Background: an optimization exercise with open tools, aiming at small area, a short achievable clock period and few clock cycles per item. Do not read the settings as production practice.
The RTL was checked by simulation tests, not by an equivalence proof against the original design.
Power and IR drop assume default switching activity.

Setup of job 105:
// top_level
module top_level(
    clk,
    reset,
    start,
    key_start,
    sram_read_data,
    sram_write_enable,
    sram_write_data,
    sram_addr,
    ram_addr,
    ram_write_data,
    ram_write_enable,
    ram_read_data,
    rom_addr,
    rom_read_data,
    key_not_found,
    key_found,
    secret_key_0,
    secret_key_1,
    secret_key_2,
    secret_key_3,
    secret_key_4,
    secret_key_5
    );
export LEC_CHECK = 0
export CAP_MARGIN = 20
export CORE_MARGIN = 2
export CORE_UTILIZATION = 40
export SLEW_MARGIN = 20
create_clock -name core_clock -period 10.0 [get_ports {clk}]
standard.sh (not shown) runs the stock make flow with config.mk's settings and CLKGATE_MAP_FILE= SYNTH_SCRIPT=/design/flow/synth_recipe.tcl, a recipe that flattens the netlist after the stock synthesis.
==> flow/flow/run.sh <==
#!/bin/bash
# The standard layout, with the port buffers made from the smallest buffer
# cell instead of the flow's default choice.
set -euo pipefail
export BUFFER_PORTS_ARGS="-buffer_cell sky130_fd_sc_hd__buf_1"
bash standard.sh > standard_make.log 2>&1
Having completed the whole flow, job 105 delivered a layout that passed the timing, design-rule and antenna checks.
Testbench counts of job 105, summed over its fixed seeds: cycles 442,596, keys 408.
Relative to job 105, the following input files were edited for job 103:
==> flow/run.sh (new file) <==
#!/bin/bash
# synth_recipe.tcl (not shown) runs the flow's synth.tcl, then flattens the netlist and writes it again
# the make line also repeats each setting of config.mk as NAME=value (left out here)
make -C /OpenROAD-flow-scripts/flow DESIGN_CONFIG=/design/flow/config.mk WORK_HOME=/design/flow/orfs CLKGATE_MAP_FILE= SYNTH_SCRIPT=/design/flow/synth_recipe.tcl finish
removed: flow/flow/run.sh
removed: flow/standard.sh
- Delta (job 103 minus job 105): post-placement cell count roughly the same, setup slack dropped 390 ps.
- Diff job 105 -> job 103 | minimum clock period | increase of 390 ps
- Final net count: job 103 vs job 105, no meaningful difference
- Between job 105 and job 103, the antenna diode count figures differ only marginally.

The RTL this note starts from:
==> flow/design.v <==
`default_nettype none
module top_level(
    clk,
    reset,
    start,
    key_start,
    sram_read_data,
    sram_write_enable,
    sram_write_data,
    sram_addr,
    ram_addr,
    ram_write_data,
    ram_write_enable,
    ram_read_data,
    rom_addr,
    rom_read_data,
    key_not_found,
    key_found,
    secret_key_0,
    secret_key_1,
    secret_key_2,
    secret_key_3,
    secret_key_4,
    secret_key_5
    );
    input  logic clk;
    input  logic reset;
    input  logic start;
    input  logic [23:0] key_start;
    input  logic [7:0] sram_read_data;
    output logic sram_write_enable;
    output logic [7:0] sram_write_data;
    output logic [7:0] sram_addr;
    output logic [4:0] ram_addr;
    output logic [7:0] ram_write_data;
    output logic ram_write_enable;
    input  logic [7:0] ram_read_data;
    output logic [4:0] rom_addr;
    input  logic [7:0] rom_read_data;
    output logic key_not_found;
    output logic key_found;
    output logic [3:0] secret_key_0;
    output logic [3:0] secret_key_1;
    output logic [3:0] secret_key_2;
    output logic [3:0] secret_key_3;
    output logic [3:0] secret_key_4;
    output logic [3:0] secret_key_5;
    localparam [2:0] ST_IDLE = 3'd0;
    localparam [2:0] ST_INIT = 3'd1;
    localparam [2:0] ST_KSA  = 3'd2;
    localparam [2:0] ST_PRGA = 3'd3;
    localparam [2:0] ST_DONE = 3'd4;
    logic [2:0]  st;
    logic        found, fail;
    logic [23:0] key;
    logic [8:0]  ctr;        
    logic [3:0]  ph;         
    logic [7:0]  j, si, sj;
    logic        h1r, h2;    
    logic        kmask;      
    logic [7:0]  rd;         
    logic        romx;       
    logic        ramwe;
    logic [7:0]  a_r, wd_r;
    logic        we_r;
    assign sram_addr = a_r;
    assign sram_write_data = wd_r;
    assign sram_write_enable = we_r;
    assign rom_addr = ctr[4:0];
    assign ram_addr = ctr[4:0];
    assign ram_write_data = rd;
    assign ram_write_enable = ramwe;
    assign key_found = found;
    assign key_not_found = fail;
    assign secret_key_0 = key[3:0];
    assign secret_key_1 = key[7:4];
    assign secret_key_2 = key[11:8];
    assign secret_key_3 = key[15:12];
    assign secret_key_4 = key[19:16];
    assign secret_key_5 = key[23:20];
    logic in_ksa;
    assign in_ksa = (st == ST_KSA);
    logic plain_ok;
    assign plain_ok = (rd >= 8'd97 && rd <= 8'd122) || rd == 8'd32;
    logic [8:0] ctr_inc;
    assign ctr_inc = ctr + 9'd1;
    logic [7:0] ctr_m2;
    assign ctr_m2 = ctr[7:0] - 8'd2;
    logic eq2;                       
    assign eq2 = (j == ctr_m2);
    logic [7:0] si_new;              
    assign si_new = h1r ? si : rd;
    logic [7:0] j_new;
    assign j_new = j + (key[23:16] & {8{kmask}}) + si_new;
    logic blk256, last_blk;
    assign blk256 = ctr[8] & ~ctr[0];
    assign last_blk = ctr[8] & ctr[0];    
    logic m_ge1, m_ge2;
    assign m_ge1 = (ctr != 9'd0);
    assign m_ge2 = ctr[8] | (ctr[7:1] != 7'd0);
    logic key_step, key_carry;
    assign key_step = ctr[8] & ~(ctr[1] & ctr[0]);
    always_comb begin
        case (ctr[1:0])
            2'd0: key_carry = (key[15:0] == 16'hffff);
            2'd1: key_carry = (key[15:8] == 8'hff);
            default: key_carry = 1'b1;
        endcase
    end
    logic [23:0] key_rot;
    assign key_rot = {key[15:0], key[23:16] + {7'd0, key_carry & ~in_ksa}};
    always_ff @(posedge clk or posedge reset) begin
        if (reset) begin
            st <= ST_IDLE;
            found <= 1'b0;
            fail <= 1'b0;
        end else begin
            case (st)
                ST_IDLE: if (start) st <= ST_INIT;
                ST_INIT: if (ctr == 9'd255) st <= ST_KSA;
                ST_KSA:  if (ph == 4'd2 && last_blk) st <= ST_PRGA;
                ST_PRGA: if (ph == 4'd12) begin
                    if (!plain_ok) begin
                        if (key[22]) begin
                            st <= ST_DONE;
                            fail <= 1'b1;
                        end else st <= ST_INIT;
                    end else if (ctr[4:0] == 5'd31) begin
                        st <= ST_DONE;
                        found <= 1'b1;
                    end
                end
                default: st <= st;
            endcase
        end
    end
    always_ff @(posedge clk) begin
        romx <= (st == ST_PRGA) && (ph == 4'd10);
        rd <= sram_read_data ^ (rom_read_data & {8{romx}});
        kmask <= in_ksa & ~last_blk;
        h1r <= in_ksa && m_ge1 && (j == ctr[7:0]);
        ramwe <= (st == ST_PRGA) && (ph == 4'd11);
    end
    always_ff @(posedge clk) begin
        case (st)
            ST_IDLE: begin
                key <= key_start;
                ctr <= 9'h1ff;
                a_r <= ctr_inc[7:0];
                wd_r <= ctr_inc[7:0];
                we_r <= 1'b0;
            end
            ST_INIT: begin
                a_r <= ctr_inc[7:0];
                wd_r <= ctr_inc[7:0];
                we_r <= (ctr != 9'd255);
                ctr <= (ctr == 9'd255) ? 9'd0 : ctr_inc;
                if (key_step) key <= key_rot;
                ph <= 4'd0;
                j <= 8'd0;
            end
            ST_KSA: begin
                case (ph)
                    4'd0: begin
                        a_r <= j;
                        wd_r <= si;
                        we_r <= m_ge1 && !last_blk;
                        sj <= h2 ? sj : rd;    
                        ph <= 4'd1;
                    end
                    4'd1: begin
                        a_r <= ctr_m2;
                        wd_r <= sj;
                        we_r <= m_ge2 && !eq2;    
                        h2 <= eq2 && m_ge2;
                        ph <= 4'd2;
                    end
                    default: begin
                        a_r <= ctr_inc[7:0];
                        wd_r <= sj;
                        we_r <= 1'b0;
                        si <= si_new;
                        key <= key_rot;
                        j <= blk256 ? 8'd0 : j_new;
                        if (last_blk) begin
                            ctr <= 9'd0;
                            ph <= 4'd4;
                        end else begin
                            ctr <= ctr_inc;
                            ph <= 4'd0;
                        end
                    end
                endcase
            end
            ST_PRGA: begin
                a_r <= ctr_inc[7:0];
                wd_r <= sj;
                we_r <= 1'b0;
                case (ph)
                    4'd3: begin
                        si <= rd;
                        j <= j_new;
                    end
                    4'd4: begin
                        a_r <= j;
                        wd_r <= si;
                        we_r <= 1'b1;
                    end
                    4'd7: begin
                        sj <= rd;
                    end
                    4'd8: begin
                        we_r <= 1'b1;
                    end
                    4'd9: begin
                        a_r <= si + sj;
                    end
                    4'd12: begin
                        if (!plain_ok) begin
                            ctr <= 9'h1fc;
                        end else begin
                            ctr <= ctr_inc;
                        end
                    end
                    default: ;
                endcase
                ph <= (ph == 4'd12) ? 4'd0 : ph + 4'd1;
            end
            default: begin
                a_r <= ctr_inc[7:0];
                wd_r <= ctr_inc[7:0];
                we_r <= 1'b0;
            end
        endcase
    end
endmodule
clock: 10.0 ns
lec_check: 0
cap_margin: 20
core_margin: 2
core_utilization: 60
slew_margin: 20
==> flow/flow/run.sh <==
#!/bin/bash
# The standard layout, with the port buffers made from the smallest buffer
# cell, and timing repair aiming for 6.95 ns of setup slack at the 10 ns clock.
set -euo pipefail
export BUFFER_PORTS_ARGS="-buffer_cell sky130_fd_sc_hd__buf_1"
export SETUP_SLACK_MARGIN=6.95
bash standard.sh > standard_make.log 2>&1
The baseline produced a clean layout.
Testbench counts at the start, summed over its fixed seeds: cycles 445,143, keys 408.
Next try:
==> flow/flow/run.sh (replaced) <==
#!/bin/bash
# The standard layout, with the port buffers made from the smallest buffer
# cell, and timing repair aiming for 7.0 ns of setup slack at the 10 ns clock.
set -euo pipefail
export BUFFER_PORTS_ARGS="-buffer_cell sky130_fd_sc_hd__buf_1"
export SETUP_SLACK_MARGIN=7.0
bash standard.sh > standard_make.log 2>&1
CORE_UTILIZATION = 75   (was 60)
The new run went through all stages and came out clean.
Non-clock buffer count grows by 7.
Hold slack improved by 0.0062 ns.
Die area shrinks by 19%.
Synthesized cell count stays the same.
Cell count shrinks by 2.6%.
Total power grows by 6.1%.
Next try:
CORE_UTILIZATION = 60   (was 75)
What happened: The new run finished clean. Power drops by a few percent. First-iteration DRC count is lower by well over a third. Final area rose slightly. Wire length decreases by roughly a tenth. Global-route usage falls by 8.7 points. Critical path depth does not change. Worst hold slack loses 0.0059 ns. Clock-buffer cell count does not change. Via count decreases by a little under a tenth.
Next try:
CORE_UTILIZATION = 40   (was 60)
Critical path depth does not change.
Area after synthesis does not change.
Power goes up by a little under a tenth.
Next try:
==> flow/flow/run.sh (replaced) <==
#!/bin/bash
# The standard layout, with the port buffers made from the smallest buffer
# cell, and timing repair aiming for 6.95 ns of setup slack at the 10 ns clock.
set -euo pipefail
export BUFFER_PORTS_ARGS="-buffer_cell sky130_fd_sc_hd__buf_1"
export SETUP_SLACK_MARGIN=6.95
bash standard.sh > standard_make.log 2>&1
CORE_UTILIZATION = 65   (was 40)
Outcome:
- global-route usage goes up by 12 points
- flip-flop and latch count stays the same
- hold slack hardly moves
- first-iteration DRC count goes down by 11%
- cell area goes down by 3.5%
- count of clock-buffer cells in the layout goes down by 2
- register-to-register slack got worse by 0.03 ns
Next try:
CORE_UTILIZATION = 40   (was 65)
After rerunning: Combinational power hardly moves. First-iteration DRC count climbs by 25%. Global-route usage falls by 12 points. Non-clock buffer count shrinks by 5. Worst setup slack got worse by 0.016 ns. Cell area came out higher by 2.6%. Utilization fell by 27 points. Final cell count goes up by about 9%. Worst hold slack barely changes. Via count fell by about 2.5%. Fmax fell by about 0.53%.

top_level, a different RTL version from the one above (not shown whole).
For scale: roughly 610 cells after synthesis, roughly 120 flip-flops, about 110 I/O pins.
Design top_level, start of the top module:
module top_level(
    clk,
    reset,
    start,
    key_start,
    sram_read_data,
    sram_write_enable,
    sram_write_data,
    sram_addr,
    ram_addr,
    ram_write_data,
    ram_write_enable,
    ram_read_data,
    rom_addr,
    rom_read_data,
    key_not_found,
    key_found,
    secret_key_0,
    secret_key_1,
    secret_key_2,
    secret_key_3,
    secret_key_4,
    secret_key_5
    );
export LEC_CHECK = 0
export CAP_MARGIN = 20
export CORE_MARGIN = 2
export CORE_UTILIZATION = 40
export SLEW_MARGIN = 20
create_clock -name core_clock -period 10.0 [get_ports {clk}]
==> flow/flow/run.sh <==
#!/bin/bash
# The standard layout, with the port buffers made from the smallest buffer
# cell, and timing repair aiming for 7.05 ns of setup slack at the 10 ns clock.
set -euo pipefail
export BUFFER_PORTS_ARGS="-buffer_cell sky130_fd_sc_hd__buf_1"
export SETUP_SLACK_MARGIN=7.05
bash standard.sh > standard_make.log 2>&1
The starting point ran to the end with no violations.
Testbench counts at the start, summed over its fixed seeds: cycles 445,143, keys 408.
==> next run, changes <==
Settings changed: CORE_UTILIZATION 40 to 55.
Result:
- via count went up by 1.7%
- sequential power went up by about 0.9%
- wire length went up by 1.3%
- maximum frequency is about the same
- synthesized cell count is unchanged

top_level, a different RTL version from the one above (not shown whole).
For scale: about 110 flip-flops, ~110 I/O pins, about 6500 µm² of cells after synthesis.
==> flow/config.mk <==
export PLATFORM = sky130hd
export DESIGN_NAME = top_level
export DESIGN_NICKNAME = top_level
export VERILOG_FILES = /design/flow/design.v
export SDC_FILE = /design/flow/constraint.sdc
export NUM_CORES = 4
export LEC_CHECK = 0
export CAP_MARGIN = 20
export CORE_MARGIN = 2
export CORE_UTILIZATION = 40
export CTS_CLUSTER_SIZE = 30
export SLEW_MARGIN = 20
==> flow/constraint.sdc <==
create_clock -name core_clock -period 10.0 [get_ports {clk}]
set_input_delay 2.0000 -clock core_clock [delete_from_list [all_inputs] [get_ports {clk}]]
set_output_delay 2.0000 -clock core_clock [all_outputs]
set_load 0.01 [all_outputs]
==> flow/flow/run.sh <==
#!/bin/bash
# The standard layout, with the port buffers made from the smallest buffer
# cell, and timing repair aiming for 6.95 ns of setup slack at the 10 ns clock.
set -euo pipefail
export BUFFER_PORTS_ARGS="-buffer_cell sky130_fd_sc_hd__buf_1"
export SETUP_SLACK_MARGIN=6.95
bash standard.sh > standard_make.log 2>&1
Testbench counts at the start, summed over its fixed seeds: cycles 445,143, keys 408.
==> next run, changes <==
--- a/flow/flow/run.sh
+++ b/flow/flow/run.sh
@@ -3 +3 @@
-# cell, and timing repair aiming for 6.95 ns of setup slack at the 10 ns clock.
+# cell, and timing repair aiming for 7.1 ns of setup slack at the 10 ns clock.
@@ -6 +6 @@
-export SETUP_SLACK_MARGIN=6.95
+export SETUP_SLACK_MARGIN=7.1
- CTS_CLUSTER_SIZE: 30 -> unset
What happened: Final area came out higher by 3.8%; cell count came out higher by 3.1%; worst setup slack loses 0.011 ns; wire length is higher by 1.8%; clock skew came out lower by 0.0040 ns; synthesized cell count is unchanged; non-clock buffer count goes up by 29; maximum frequency goes down by 0.36%; die area does not change.
==> next run, changes <==
--- a/flow/flow/run.sh
+++ b/flow/flow/run.sh
@@ -3 +3 @@
-# cell, and timing repair aiming for 7.1 ns of setup slack at the 10 ns clock.
+# cell instead of the flow's default choice.
@@ -6 +5,0 @@
-export SETUP_SLACK_MARGIN=7.1
- CTS_BUF_LIST: unset -> sky130_fd_sc_hd__clkbuf_8
=>
- The changed run finished with timing, DRC and antenna clean
- hold slack stays flat
- count of clock-buffer cells in the layout drops by 1
- critical path depth does not change
- setup slack degrades by 0.40 ns
- first-iteration DRC count drops by 12%
- final cell count drops by 3.9%
- clock skew hardly moves
- sequential share of layout area climbs by 2.3 points
- routed wire length drops by 2.3%
- total power drops by 8.3%

[re-timing with driven ports]
In the flow no input, the clock included, has a driving cell. The finished layouts below were timed again as built, in two steps.
Step 1: set_driving_cell puts a clkbuf_16 on clk and a buf_2 on each other input, an assumption about the parent block.
Step 2 adds t to the input delays and takes it off the output delays; t is the mean of the earliest and latest rising clock arrival at the registers after step 1. Input paths then give back, and output paths get back, about the clock's delay inside the block.
Slacks: ideal / step 1 / step 2; pairs: ideal / step 1.
run | shift t [ns] | setup slack, ns | worst setup path at the end
job 105 | 0.462 | 6.821 / 6.779 / 7.188 | register to register
job 103 | 0.451 | 6.431 / 6.391 / 6.842 | register to output
the first run of note 2 | 0.399 | 6.976 / 6.942 / 6.942 | input to register
the second run of note 2 | 0.389 | 6.982 / 6.951 / 6.979 | input to register
the third run of note 2 | 0.398 | 6.963 / 6.928 / 6.959 | input to register
the fourth run of note 2 | 0.393 | 7.006 / 6.964 / 6.915 | input to register
the fifth run of note 2 | 0.406 | 6.967 / 6.936 / 6.964 | input to register
the sixth run of note 2 | 0.390 | 6.951 / 6.909 / 6.918 | input to register
the first run of note 3 | 0.457 | 6.979 / 6.940 / 6.866 | input to register
the second run of note 3 | 0.453 | 6.972 / 6.934 / 6.897 | input to register
the first run of note 4 | 0.391 | 6.995 / 6.958 / 6.932 | input to register
the second run of note 4 | 0.393 | 6.985 / 6.946 / 6.933 | input to register
the third run of note 4 | 0.427 | 6.588 / 6.553 / 6.943 | input to register
After both steps setup and hold are still met in every run listed. The setup slack of the first run of note 3, which loses most, moves by -0.039 ns with the drivers and by -0.113 ns with both steps.
